What follows belongs to an exercise in optimizing a design on an open flow for small area and a short achievable clock period; a production flow would make more cautious choices.
Power figures rest on the tool's default switching activity, not on a simulated workload.

==> flow/design.v (excerpt) <==
module e203_exu_alu_dpath(
  input alu_req_alu,
  input alu_req_alu_add,
  input alu_req_alu_sub,
  input alu_req_alu_xor,
  input alu_req_alu_sll,
  input alu_req_alu_srl,
  input alu_req_alu_sra,
  input alu_req_alu_or,
  input alu_req_alu_and,
  input alu_req_alu_slt,
  input alu_req_alu_sltu,
  input alu_req_alu_lui,
  input [32-1:0] alu_req_alu_op1,
  input [32-1:0] alu_req_alu_op2,
  output [32-1:0] alu_req_alu_res,
  input bjp_req_alu,
  input [32-1:0] bjp_req_alu_op1,
  input [32-1:0] bjp_req_alu_op2,
  input bjp_req_alu_cmp_eq,
  input bjp_req_alu_cmp_ne,
  input bjp_req_alu_cmp_lt,
  input bjp_req_alu_cmp_gt,
  input bjp_req_alu_cmp_ltu,
  input bjp_req_alu_cmp_gtu,
  input bjp_req_alu_add,
  output bjp_req_alu_cmp_res,
  output [32-1:0] bjp_req_alu_add_res,
  input agu_req_alu,
  input [32-1:0] agu_req_alu_op1,
  input [32-1:0] agu_req_alu_op2,
  input agu_req_alu_swap,
  input agu_req_alu_add,
  input agu_req_alu_and,
  input agu_req_alu_or,
  input agu_req_alu_xor,
  input agu_req_alu_max,
  input agu_req_alu_min,
  input agu_req_alu_maxu,
  input agu_req_alu_minu,
  output [32-1:0] agu_req_alu_res,
  ...
export LEC_CHECK = 0
export CAP_MARGIN = 20
export CORE_MARGIN = 2
export CORE_UTILIZATION = 40
export SETUP_SLACK_MARGIN = 1.2
export SLEW_MARGIN = 20
create_clock -name core_clock -period 8.5 [get_ports {clk}]
standard.sh (not shown) runs the stock make flow with config.mk's settings and CLKGATE_MAP_FILE= SYNTH_SCRIPT=/design/flow/synth_recipe.tcl, a recipe that flattens the netlist after the stock synthesis.
==> flow/flow/run.sh <==
#!/bin/bash
# Layout flow: the standard flow (standard.sh) with two changes:
#  - synthesis is the standard script (synth_recipe.tcl: same passes, then
#    flatten and renames) except for the ABC mapping scripts (see synth.tcl);
#  - every port gets a buffer, as standard, but the plain buf_1 rather than
#    the delay cell buffer_ports picks by default.
set -euo pipefail
HERE=$(pwd)
export BUFFER_PORTS_ARGS="-buffer_cell sky130_fd_sc_hd__buf_1"
export MY_ABC_SCRIPT="$HERE/flow/abc.script"
if [[ -f "$HERE/flow/abc_sh.script" ]]; then
  export MY_ABC_SCRIPT_SH="$HERE/flow/abc_sh.script"
  export SYNTH_KEEP_MODULES="e203_alu_shifter"
fi
make -C "$FLOW_HOME" DESIGN_CONFIG="$HERE/config.mk" WORK_HOME="$HERE/orfs" CLKGATE_MAP_FILE= \
  SYNTH_SCRIPT="$HERE/flow/synth.tcl" synth > "$HERE/synth_make.log" 2>&1
unset SYNTH_KEEP_MODULES MY_ABC_SCRIPT MY_ABC_SCRIPT_SH
bash standard.sh > "$HERE/standard_flow.log" 2>&1
==> flow/flow/abc.script <==
strash
&get -n
&fraig -x
&put
scorr
dc2
strash
&get -n
&dch -f
&nf -R 1000
&put
buffer
upsize
dnsize
==> flow/flow/synth.tcl <==
# synth_recipe.tcl, with ABC's mapping script replaced: flow/abc.script for the
# top module and, when the design keeps a shifter module apart
# (SYNTH_KEEP_MODULES), flow/abc_sh.script for that module. Everything is
# flattened at the end exactly as synth_recipe.tcl does.
proc synth {args} { yosys synth -nofsm -noshare {*}$args }
proc abc {args} {
  set i [lsearch -exact $args -script]
  set top $args
  lset top [expr {$i + 1}] $::env(MY_ABC_SCRIPT)
  if {[info exists ::env(MY_ABC_SCRIPT_SH)] && [info exists ::env(SYNTH_KEEP_MODULES)]} {
    set sh $args
    lset sh [expr {$i + 1}] $::env(MY_ABC_SCRIPT_SH)
    foreach m $::env(SYNTH_KEEP_MODULES) { yosys abc {*}$sh $m }
    yosys abc {*}$top $::env(DESIGN_NAME)
  } else {
    yosys abc {*}$top
  }
}
source $::env(SCRIPTS_DIR)/synth.tcl
# left out here: clear keep_hierarchy, flatten, clean up, hide names made inside functions, write 1_2_yosys.v
The baseline went through all stages and came out clean.
Edit:
==> flow/flow/run.sh (replaced) <==
#!/bin/bash
# Layout flow: the standard flow (standard.sh) with two changes:
#  - synthesis is the standard script (synth_recipe.tcl: same passes, flatten,
#    renames) except that ABC maps the logic with flow/abc.script;
#  - every port gets a buffer (as standard), but the plain buf_1 rather than
#    the delay cell buffer_ports picks by default.
set -euo pipefail
HERE=$(pwd)
export BUFFER_PORTS_ARGS="-buffer_cell sky130_fd_sc_hd__buf_1"
export MY_ABC_SCRIPT="$HERE/flow/abc.script"
make -C "$FLOW_HOME" DESIGN_CONFIG="$HERE/config.mk" WORK_HOME="$HERE/orfs" CLKGATE_MAP_FILE= \
  SYNTH_SCRIPT="$HERE/flow/synth.tcl" synth > "$HERE/synth_make.log" 2>&1
bash standard.sh > "$HERE/standard_flow.log" 2>&1
==> flow/flow/abc.script (replaced) <==
strash
dch
map
buffer
upsize
dnsize
==> flow/flow/synth.tcl (replaced) <==
# synth_recipe.tcl, with ABC's mapping script replaced by MY_ABC_SCRIPT.
proc synth {args} { yosys synth -nofsm -noshare {*}$args }
proc abc {args} {
  set i [lsearch -exact $args -script]
  if {$i >= 0 && [info exists ::env(MY_ABC_SCRIPT)]} { lset args [expr {$i + 1}] $::env(MY_ABC_SCRIPT) }
  puts "abc (own script): $args"
  yosys abc {*}$args
}
source $::env(SCRIPTS_DIR)/synth.tcl
# left out here: clear keep_hierarchy, flatten, clean up, hide names made inside functions, write 1_2_yosys.v
SETUP_SLACK_MARGIN = 1.6   (was 1.2)
After rerunning: Global-route usage shrinks by 3.7 points. Die area goes up by roughly a tenth. Wire length goes down by a few percent. Final area drops by a few percent. Final cell count went up by roughly a tenth. Synthesized cell count grows by a quarter to a third. Clock power came out higher by a few percent. Worst setup slack gets better by 1100 ps. Combinational power came out lower by about a fifth. Total power fell by roughly a tenth.
Edit:
CORE_UTILIZATION = 60   (was 40)
SETUP_SLACK_MARGIN = 0.8   (was 1.6)
The new run stopped in 3_2_place_iop.
Area after synthesis does not change.
Synthesized cell count stays the same.
No functional check of the RTL was part of any run of this note.

afterwards: timing with drivers on the ports:
The results above use ideal ports. As a check the final layouts listed here were re-extracted and re-timed, cells and wires unchanged.
Step 1 sets driving cells, clkbuf_16 on the clock port and buf_2 on the other inputs (assumed; they add their load-dependent delay and slew).
Step 2 times the ports against the registers' clock, not the clock port: input delays grow and output delays shrink by t, the midpoint of the rising clock arrivals with the driver on.
Slacks: ideal ports / drivers / drivers and shift; pairs: ideal ports / drivers.
| run | shift t [ns] | slack for setup (ns) | worst setup path after step 2 | clock arrival spread, ns | slew at the worst register clock pin (ns) |
|---|---|---|---|---|---|
| the first run | 0.370 | 0.515 / 0.443 / 0.443 | input to output | 0.007 / 0.008 | 0.06 / 0.06 |
| the second run | 0.362 | 1.645 / 1.621 / 1.621 | input to output | 0.006 / 0.005 | 0.06 / 0.06 |
After both steps every run listed still meets setup and hold. For the first run, which loses most, drivers alone change the setup slack by -0.072 ns; drivers and shift together by -0.072 ns.
